This is an optimization exercise on Yosys and OpenROAD, whose aim is small area, not a production implementation.
Function was checked by simulation only, so behaviour that the tests miss may differ from the original.
Power figures rest on the tool's default switching activity, not on a simulated workload.

==> inputs of indigo <==
## alu_top
module alu_top(
    input clk, clear,
    input [31:0]alu_in0, alu_in1,
    input [3:0]control_signal,
    output reg [31:0]alu_out,
    output zero_flag
    );
==> flow/config.mk <==
export PLATFORM = sky130hd
export DESIGN_NAME = alu_top
export DESIGN_NICKNAME = alu_top
export VERILOG_FILES = /design/flow/design.v
export SDC_FILE = /design/flow/constraint.sdc
export NUM_CORES = 4
export LEC_CHECK = 0
export ABC_AREA = 1
export CAP_MARGIN = 10
export CORE_MARGIN = 2
export CORE_UTILIZATION = 40
export GPL_TIMING_DRIVEN = 0
export SLEW_MARGIN = 10
export SYNTH_HIERARCHICAL = 1
==> flow/constraint.sdc <==
create_clock -name core_clock -period 4.5 [get_ports {clk}]
set_input_delay 0.9000 -clock core_clock [delete_from_list [all_inputs] [get_ports {clk}]]
set_output_delay 0.9000 -clock core_clock [all_outputs]
set_load 0.01 [all_outputs]
standard.sh (not shown) runs the stock make flow with config.mk's settings and CLKGATE_MAP_FILE= SYNTH_SCRIPT=/design/flow/synth_recipe.tcl, a recipe that flattens the netlist after the stock synthesis.
==> flow/flow/run.sh <==
#!/bin/bash
# Layout flow: the standard flow, with these changes in how the layout is made:
#  - synthesis maps with an area-oriented ABC script (strash; dch -f; amap -m)
#    and leaves adders to ABC (no separate full/half adder cells),
#  - port buffers use sky130_fd_sc_hd__buf_1,
#  - CTS uses small clock buffers and no dummy loads,
#  - floorplan removes synthesis buffers instead of sizing gates before placement.
# Each tool's output goes to a log file of its own in this folder.
set -uo pipefail
cp -r "$FLOW_HOME/scripts" scripts_mod
printf 'strash\ndch -f\namap -m\ntopo\n' > scripts_mod/abc_area.script
cp scripts_mod/abc_area.script scripts_mod/abc_speed.script
export REMOVE_ABC_BUFFERS=1
export BUFFER_PORTS_ARGS="-buffer_cell sky130_fd_sc_hd__buf_1"
export CTS_ARGS="-sink_clustering_enable -repair_clock_nets -dont_use_dummy_load -sink_clustering_size 32 -sink_clustering_max_diameter 300 -buf_list {sky130_fd_sc_hd__clkbuf_4}"
SCRIPTS_DIR="$PWD/scripts_mod" ADDER_MAP_FILE= bash standard.sh synth > synth.log 2>&1 || exit 1
bash standard.sh > layout.log 2>&1
==> amber: changes against indigo <==
- CAP_MARGIN: 10 -> 0
- SLEW_MARGIN: 10 -> 0
==> results.py <==
metrics = {
    "status": {
        "status": "complete, no violations",
    },
    "timing": {
        "max_slew_margin_pct": 36.0,
        "fin_hold_ws_ps": 644,
        "min_period_over_period_pct": 93.8,
    },
    "detailed_routing": {
        "routed_wirelength_um": 19100,
        "vias": 6226,
    },
    "global_routing": {
        "grt_use_met2_pct": 55.5,
        "grt_pass1_vias": 5537,
        "gr-usage-met3_pct": 3.56,
    },
    "power": {
        "switching_share_pct": 49.4,
        "p_leak_nw": 1.69,
    },
    "clock_tree": {
        "cts_resized": 19,
    },
    "critical_path": {
        "crit_path_start": "alu_in1[4]",
    },
    "finish": {
        "buf_share_pct": 10.6,
        "seq-cell-share_pct": 15.4,
        "area_growth_pct": 20.0,
        "drive_gt1_share_pct": 5.32,
    },
}
Source of the figures above: amber

==> results.py <==
metrics = {
    "finish": {
        "area_growth_pct": 19.3,
        "buf_share_pct": 10.1,
        "drive_gt1_share_pct": 4.96,
    },
    "detailed_routing": {
        "vias": 6232,
        "routed_wirelength_um": 19200,
    },
    "status": {
        "status": "complete, no violations",
    },
    "timing": {
        "fin_hold_ws_ps": 643,
        "min_period_over_period_pct": 95.0,
        "max_slew_margin_pct": 36.2,
    },
    "power": {
        "p_leak_nw": 1.67,
    },
    "global_routing": {
        "gr-usage-met3_pct": 5.55,
        "grt_use_met2_pct": 52.5,
        "grt_pass1_vias": 5582,
    },
    "critical_path": {
        "crit_path_start": "control_signal[0]",
    },
    "clock_tree": {
        "cts_resized": 14,
    },
}
Source of the figures above: indigo



==> run a <==
Another version of the RTL of alu_top (not shown whole).
export LEC_CHECK = 0
export ABC_AREA = 1
export CAP_MARGIN = 10
export CORE_MARGIN = 2
export CORE_UTILIZATION = 40
export GPL_TIMING_DRIVEN = 0
export SLEW_MARGIN = 10
export SYNTH_HIERARCHICAL = 1
create_clock -name core_clock -period 4.5 [get_ports {clk}]
Scripts as last shown in full above: flow/flow/run.sh
==> inputs of run b, as changes to run a <==
==> flow/flow/run.sh (replaced) <==
#!/bin/bash
# Layout flow: the standard flow, with these changes in how the layout is made:
#  - synthesis maps with an area-oriented ABC script (strash; dch -f; amap -m)
#    and leaves adders to ABC (no separate full/half adder cells),
#  - port buffers use sky130_fd_sc_hd__buf_1,
#  - CTS uses small clock buffers and no dummy loads.
# Each tool's output goes to a log file of its own in this folder.
set -uo pipefail
cp -r "$FLOW_HOME/scripts" scripts_mod
printf 'strash\ndch -f\namap -m\ntopo\n' > scripts_mod/abc_area.script
cp scripts_mod/abc_area.script scripts_mod/abc_speed.script
export BUFFER_PORTS_ARGS="-buffer_cell sky130_fd_sc_hd__buf_1"
export CTS_ARGS="-sink_clustering_enable -repair_clock_nets -dont_use_dummy_load -sink_clustering_size 32 -sink_clustering_max_diameter 300 -buf_list {sky130_fd_sc_hd__clkbuf_4}"
SCRIPTS_DIR="$PWD/scripts_mod" ADDER_MAP_FILE= bash standard.sh synth > synth.log 2>&1 || exit 1
bash standard.sh > layout.log 2>&1
==> inputs of run c, as changes to run a <==
--- a/flow/design.v
+++ b/flow/design.v
@@ -5,15 +5,22 @@
     output reg [31:0]alu_out,
     output zero_flag
     );
     wire [31:0] a = alu_in0;
     wire [31:0] b = alu_in1;
     wire sub, k_p, k_c, k_cn, k_g, k_gn, k_r, k_l, k_u, k_s, left, leftn, fill;
-    alu_dec u_dec(.op(control_signal), .a31(a[31]), .sub(sub), .k_p(k_p),
-        .k_c(k_c), .k_cn(k_cn), .k_g(k_g), .k_gn(k_gn), .k_r(k_r), .k_l(k_l),
+    wire subn, k_pn, k_rn, k_ln;
+    alu_dec u_dec(.op(control_signal), .a31(a[31]), .subn(subn), .k_pn(k_pn),
+        .k_cn(k_cn), .k_g(k_g), .k_rn(k_rn), .k_ln(k_ln),
         .k_u(k_u), .k_s(k_s), .left(left), .fill(fill));
+    alu_inv1 u_drv_sub(.a(subn), .y(sub));
+    alu_inv1 u_drv_p(.a(k_pn), .y(k_p));
+    alu_inv1 u_drv_c(.a(k_cn), .y(k_c));
+    alu_inv1 u_drv_g(.a(k_g), .y(k_gn));
+    alu_inv1 u_drv_r(.a(k_rn), .y(k_r));
+    alu_inv1 u_drv_l(.a(k_ln), .y(k_l));
     assign leftn = control_signal[1];
     wire [31:0] x, pn, gn;
     wire [32:0] c;
     alu_pg u_pg0(.a(a[0]), .b(b[0]), .sub(sub), .x(x[0]), .pn(pn[0]), .gn(gn[0]));
     alu_pg u_pg1(.a(a[1]), .b(b[1]), .sub(sub), .x(x[1]), .pn(pn[1]), .gn(gn[1]));
     alu_pg u_pg2(.a(a[2]), .b(b[2]), .sub(sub), .x(x[2]), .pn(pn[2]), .gn(gn[2]));
@@ -514,30 +521,28 @@
         if (clear)
             alu_out <= 32'b0;
         else
             alu_out <= res;
     end
 endmodule
-module alu_dec(input [3:0] op, input a31, output sub, k_p, k_c, k_cn, k_g, k_gn,
-               output k_r, k_l, k_u, k_s, left, fill);
+module alu_dec(input [3:0] op, input a31, output subn, k_pn, k_cn, k_g,
+               output k_rn, k_ln, k_u, k_s, left, fill);
     wire lo = ~op[3];
-    alu_subdec u_sub(.op(op), .sub(sub));                             
-    assign k_c = lo & ~op[2] & ~op[1];                                
-    assign k_cn = ~k_c;
-    assign k_gn = ~k_g;
+    alu_subdec u_sub(.op(op), .subn(subn));                           
+    assign k_cn = ~(lo & ~op[2] & ~op[1]);                            
     assign k_g = lo & ~op[2] & op[1];                                 
-    assign k_p = lo & ((~op[2] & ~op[1]) | (~op[2] & op[0]) | (op[2] & ~op[1] & ~op[0]));  
-    assign k_r = lo & op[2] & op[1];                                  
-    assign k_l = lo & op[2] & ~op[1] & op[0];                         
+    assign k_pn = ~(lo & ((~op[2] & ~op[1]) | (~op[2] & op[0]) | (op[2] & ~op[1] & ~op[0])));  
+    assign k_rn = ~(lo & op[2] & op[1]);                              
+    assign k_ln = ~(lo & op[2] & ~op[1] & op[0]);                     
     assign k_u = op[3] & ~op[2] & ~op[1] & ~op[0];                    
     assign k_s = op[3] & ~op[2] & ~op[1] & op[0];                     
     assign left = ~op[1];                                             
     assign fill = op[1] & op[0] & a31;                                
 endmodule
-module alu_subdec(input [3:0] op, output sub);
-    assign sub = op[3] | (op[0] & ~op[1]);
+module alu_subdec(input [3:0] op, output subn);
+    assign subn = ~(op[3] | (op[0] & ~op[1]));
 endmodule
 module alu_pg(input a, b, sub, output x, pn, gn);
     alu_xor2 u_x(.a(a), .b(b), .y(x));
     alu_xnor2 u_p(.a(x), .b(sub), .y(pn));
     alu_nand2 u_g(.a(b), .b(pn), .y(gn));
 endmodule
==> flow/flow/run.sh (replaced) <==
#!/bin/bash
# Layout flow: the standard flow, with these changes in how the layout is made:
#  - synthesis maps with an area-oriented ABC script (strash; dch -f; amap -m)
#    and leaves adders to ABC (no separate full/half adder cells),
#  - port buffers use sky130_fd_sc_hd__buf_1,
#  - CTS uses small clock buffers and no dummy loads.
# Each tool's output goes to a log file of its own in this folder.
set -uo pipefail
cp -r "$FLOW_HOME/scripts" scripts_mod
printf 'strash\ndch -f\namap -m\ntopo\n' > scripts_mod/abc_area.script
cp scripts_mod/abc_area.script scripts_mod/abc_speed.script
export BUFFER_PORTS_ARGS="-buffer_cell sky130_fd_sc_hd__buf_1"
export CTS_ARGS="-sink_clustering_enable -repair_clock_nets -dont_use_dummy_load -sink_clustering_size 32 -sink_clustering_max_diameter 300 -buf_list {sky130_fd_sc_hd__clkbuf_4}"
SCRIPTS_DIR="$PWD/scripts_mod" ADDER_MAP_FILE= bash standard.sh synth > synth.log 2>&1 || exit 1
bash standard.sh > layout.log 2>&1
CORE_UTILIZATION = 50   (was 40)
PLACE_DENSITY = 0.65   (was not set)
==> inputs of run d, as changes to run a <==
--- a/flow/design.v
+++ b/flow/design.v
@@ -5,15 +5,22 @@
     output reg [31:0]alu_out,
     output zero_flag
     );
     wire [31:0] a = alu_in0;
     wire [31:0] b = alu_in1;
     wire sub, k_p, k_c, k_cn, k_g, k_gn, k_r, k_l, k_u, k_s, left, leftn, fill;
-    alu_dec u_dec(.op(control_signal), .a31(a[31]), .sub(sub), .k_p(k_p),
-        .k_c(k_c), .k_cn(k_cn), .k_g(k_g), .k_gn(k_gn), .k_r(k_r), .k_l(k_l),
+    wire subn, k_pn, k_rn, k_ln;
+    alu_dec u_dec(.op(control_signal), .a31(a[31]), .subn(subn), .k_pn(k_pn),
+        .k_cn(k_cn), .k_g(k_g), .k_rn(k_rn), .k_ln(k_ln),
         .k_u(k_u), .k_s(k_s), .left(left), .fill(fill));
+    alu_inv1 u_drv_sub(.a(subn), .y(sub));
+    alu_inv1 u_drv_p(.a(k_pn), .y(k_p));
+    alu_inv1 u_drv_c(.a(k_cn), .y(k_c));
+    alu_inv1 u_drv_g(.a(k_g), .y(k_gn));
+    alu_inv1 u_drv_r(.a(k_rn), .y(k_r));
+    alu_inv1 u_drv_l(.a(k_ln), .y(k_l));
     assign leftn = control_signal[1];
     wire [31:0] x, pn, gn;
     wire [32:0] c;
     alu_pg u_pg0(.a(a[0]), .b(b[0]), .sub(sub), .x(x[0]), .pn(pn[0]), .gn(gn[0]));
     alu_pg u_pg1(.a(a[1]), .b(b[1]), .sub(sub), .x(x[1]), .pn(pn[1]), .gn(gn[1]));
     alu_pg u_pg2(.a(a[2]), .b(b[2]), .sub(sub), .x(x[2]), .pn(pn[2]), .gn(gn[2]));
@@ -514,30 +521,28 @@
         if (clear)
             alu_out <= 32'b0;
         else
             alu_out <= res;
     end
 endmodule
-module alu_dec(input [3:0] op, input a31, output sub, k_p, k_c, k_cn, k_g, k_gn,
-               output k_r, k_l, k_u, k_s, left, fill);
+module alu_dec(input [3:0] op, input a31, output subn, k_pn, k_cn, k_g,
+               output k_rn, k_ln, k_u, k_s, left, fill);
     wire lo = ~op[3];
-    alu_subdec u_sub(.op(op), .sub(sub));                             
-    assign k_c = lo & ~op[2] & ~op[1];                                
-    assign k_cn = ~k_c;
-    assign k_gn = ~k_g;
+    alu_subdec u_sub(.op(op), .subn(subn));                           
+    assign k_cn = ~(lo & ~op[2] & ~op[1]);                            
     assign k_g = lo & ~op[2] & op[1];                                 
-    assign k_p = lo & ((~op[2] & ~op[1]) | (~op[2] & op[0]) | (op[2] & ~op[1] & ~op[0]));  
-    assign k_r = lo & op[2] & op[1];                                  
-    assign k_l = lo & op[2] & ~op[1] & op[0];                         
+    assign k_pn = ~(lo & ((~op[2] & ~op[1]) | (~op[2] & op[0]) | (op[2] & ~op[1] & ~op[0])));  
+    assign k_rn = ~(lo & op[2] & op[1]);                              
+    assign k_ln = ~(lo & op[2] & ~op[1] & op[0]);                     
     assign k_u = op[3] & ~op[2] & ~op[1] & ~op[0];                    
     assign k_s = op[3] & ~op[2] & ~op[1] & op[0];                     
     assign left = ~op[1];                                             
     assign fill = op[1] & op[0] & a31;                                
 endmodule
-module alu_subdec(input [3:0] op, output sub);
-    assign sub = op[3] | (op[0] & ~op[1]);
+module alu_subdec(input [3:0] op, output subn);
+    assign subn = ~(op[3] | (op[0] & ~op[1]));
 endmodule
 module alu_pg(input a, b, sub, output x, pn, gn);
     alu_xor2 u_x(.a(a), .b(b), .y(x));
     alu_xnor2 u_p(.a(x), .b(sub), .y(pn));
     alu_nand2 u_g(.a(b), .b(pn), .y(gn));
 endmodule
==> flow/flow/run.sh (replaced) <==
#!/bin/bash
# Layout flow: the standard flow, with these changes in how the layout is made:
#  - synthesis maps with an area-oriented ABC script (strash; dch -f; amap -m)
#    and leaves adders to ABC (no separate full/half adder cells),
#  - port buffers use sky130_fd_sc_hd__buf_1,
#  - CTS uses small clock buffers and no dummy loads.
# Each tool's output goes to a log file of its own in this folder.
set -uo pipefail
cp -r "$FLOW_HOME/scripts" scripts_mod
printf 'strash\ndch -f\namap -m\ntopo\n' > scripts_mod/abc_area.script
cp scripts_mod/abc_area.script scripts_mod/abc_speed.script
export BUFFER_PORTS_ARGS="-buffer_cell sky130_fd_sc_hd__buf_1"
export CTS_ARGS="-sink_clustering_enable -repair_clock_nets -dont_use_dummy_load -sink_clustering_size 32 -sink_clustering_max_diameter 300 -buf_list {sky130_fd_sc_hd__clkbuf_4}"
SCRIPTS_DIR="$PWD/scripts_mod" ADDER_MAP_FILE= bash standard.sh synth > synth.log 2>&1 || exit 1
bash standard.sh > layout.log 2>&1
==> results.txt <==
Between run a and run b, the lower clock power is in run b (gap 20%, measured against run b). Power: run b < run c < run d < run a. Sequential share of layout area: run a < run b < run d < run c. Between run a and run d, the lower synthesized cell count is in run a (gap about 0.7%, measured against run d). Against run b, the non-clock buffer count of run d is lower by 9. In count of clock-buffer cells in the layout, run d and run c do not differ. In sequential cell count, run c and run a do not differ. Combinational power: run c is lower than run d (about 0.6%). The lowest worst setup slack belongs to run d, the highest to run c. Via count, highest first: run c, run d, run a, run b.
==> figures <==
Outcome: run a no timing/DRC/antenna violations; run c no timing/DRC/antenna violations; run b no timing/DRC/antenna violations; run d no timing/DRC/antenna violations
Fin worst setup slack: run a 219 ps; run c 377 ps; run b 225 ps; run d 210 ps
Post-route worst hold slack: run a 603 ps; run c 659 ps; run b 675 ps; run d 631 ps
Starting density of the core: run a 41.1%; run c 51.6%; run b 41.1%; run d 41.0%
Critical path arrival: run a 4510 ps; run c 4380 ps; run b 4450 ps; run d 4530 ps
CP peak stage delay: run a 900 ps; run c 300 ps; run b 520 ps; run d 430 ps
Crit path capture: run a alu_out[0]$_DFF_PP0_; run c alu_out[31]$_DFF_PP0_; run b alu_out[0]$_DFF_PP0_; run d alu_out[23]$_DFF_PP0_
Finished Core Util: run a 49.2%; run c 59.5%; run b 48.9%; run d 47.6%
Detailed-routing iteration count for the pre-antenna-repair pass: run a 10; run c 13; run b 10; run d 9
Initial antenna violation count: run a 1; run c 0; run b 0; run d 0
Sequential portion of the cell area: run a 15.8%; run c 16.4%; run b 15.9%; run d 16.3%
Clk pin slew, worst setup/hold paths: run a 110 ps; run c 100 ps; run b 80 ps; run d 120 ps
Number of vias after detailed routing: run a 6158; run c 6287; run b 6124; run d 6167
Number of inserted filler cells in the final layout: run a 1110; run c 856; run b 1113; run d 1090
Internal portion of total power: run a 0.000587 W; run c 0.000577 W; run b 0.000585 W; run d 0.000577 W
Logic power comb: run a 0.000666 W; run c 0.000653 W; run b 0.000664 W; run d 0.000657 W
Sequential Power Share: run a 29.5%; run c 29.9%; run b 30.1%; run d 29.6%
Final cell count without fillers: run a 924; run c 886; run b 922; run d 918
Area inside the core boundary: run a 10300 sq um; run c 8220 sq um; run b 10300 sq um; run d 10300 sq um
Sequential element share of the synthesized area: run a 19.0%; run c 18.9%; run b 19.0%; run d 18.9%
Buffering stage count on the worst path with inverters included: run a 2; run c 4; run b 2; run d 4
Total power draw: run a 0.00116 W; run c 0.00115 W; run b 0.00113 W; run d 0.00116 W

[port drivers added, routing unchanged]
How much do the figures lean on ideal ports? The routed layouts below were timed once more, with nothing changed but the port constraints. Step 1, drivers: a clkbuf_16 drives clk and a buf_2 each remaining input, both assumed. Step 2 moves the port delays by t, midway between the first and last clock arrival at a register: inputs arrive t later, outputs are due t later. That takes back most of the time a late clock gives input paths. a / b / c = ideal ports / drivers / drivers and shift; a / b = the first two.
| run | t, ns | setup slack, ns | worst register clock-pin slew, ns | pins driven straight from the clock port |
|---|---|---|---|---|
| indigo | 0.356 | 0.224 / 0.234 / -0.122 | 0.11 / 0.11 | 1 |
| amber | 0.357 | 0.278 / 0.282 / -0.075 | 0.10 / 0.10 | 1 |
| run a | 0.388 | 0.219 / 0.229 / -0.159 | 0.11 / 0.11 | 1 |
| run b | 0.326 | 0.225 / 0.228 / -0.098 | 0.09 / 0.09 | 1 |
| run c | 0.353 | 0.377 / 0.367 / 0.014 | 0.10 / 0.10 | 1 |
| run d | 0.380 | 0.210 / 0.202 / -0.178 | 0.12 / 0.12 | 1 |
With both steps, setup timing fails in 5 of these runs, where it was met with ideal ports. The setup slack of run d, which loses most, moves by -0.008 ns with the drivers and by -0.388 ns with both steps.
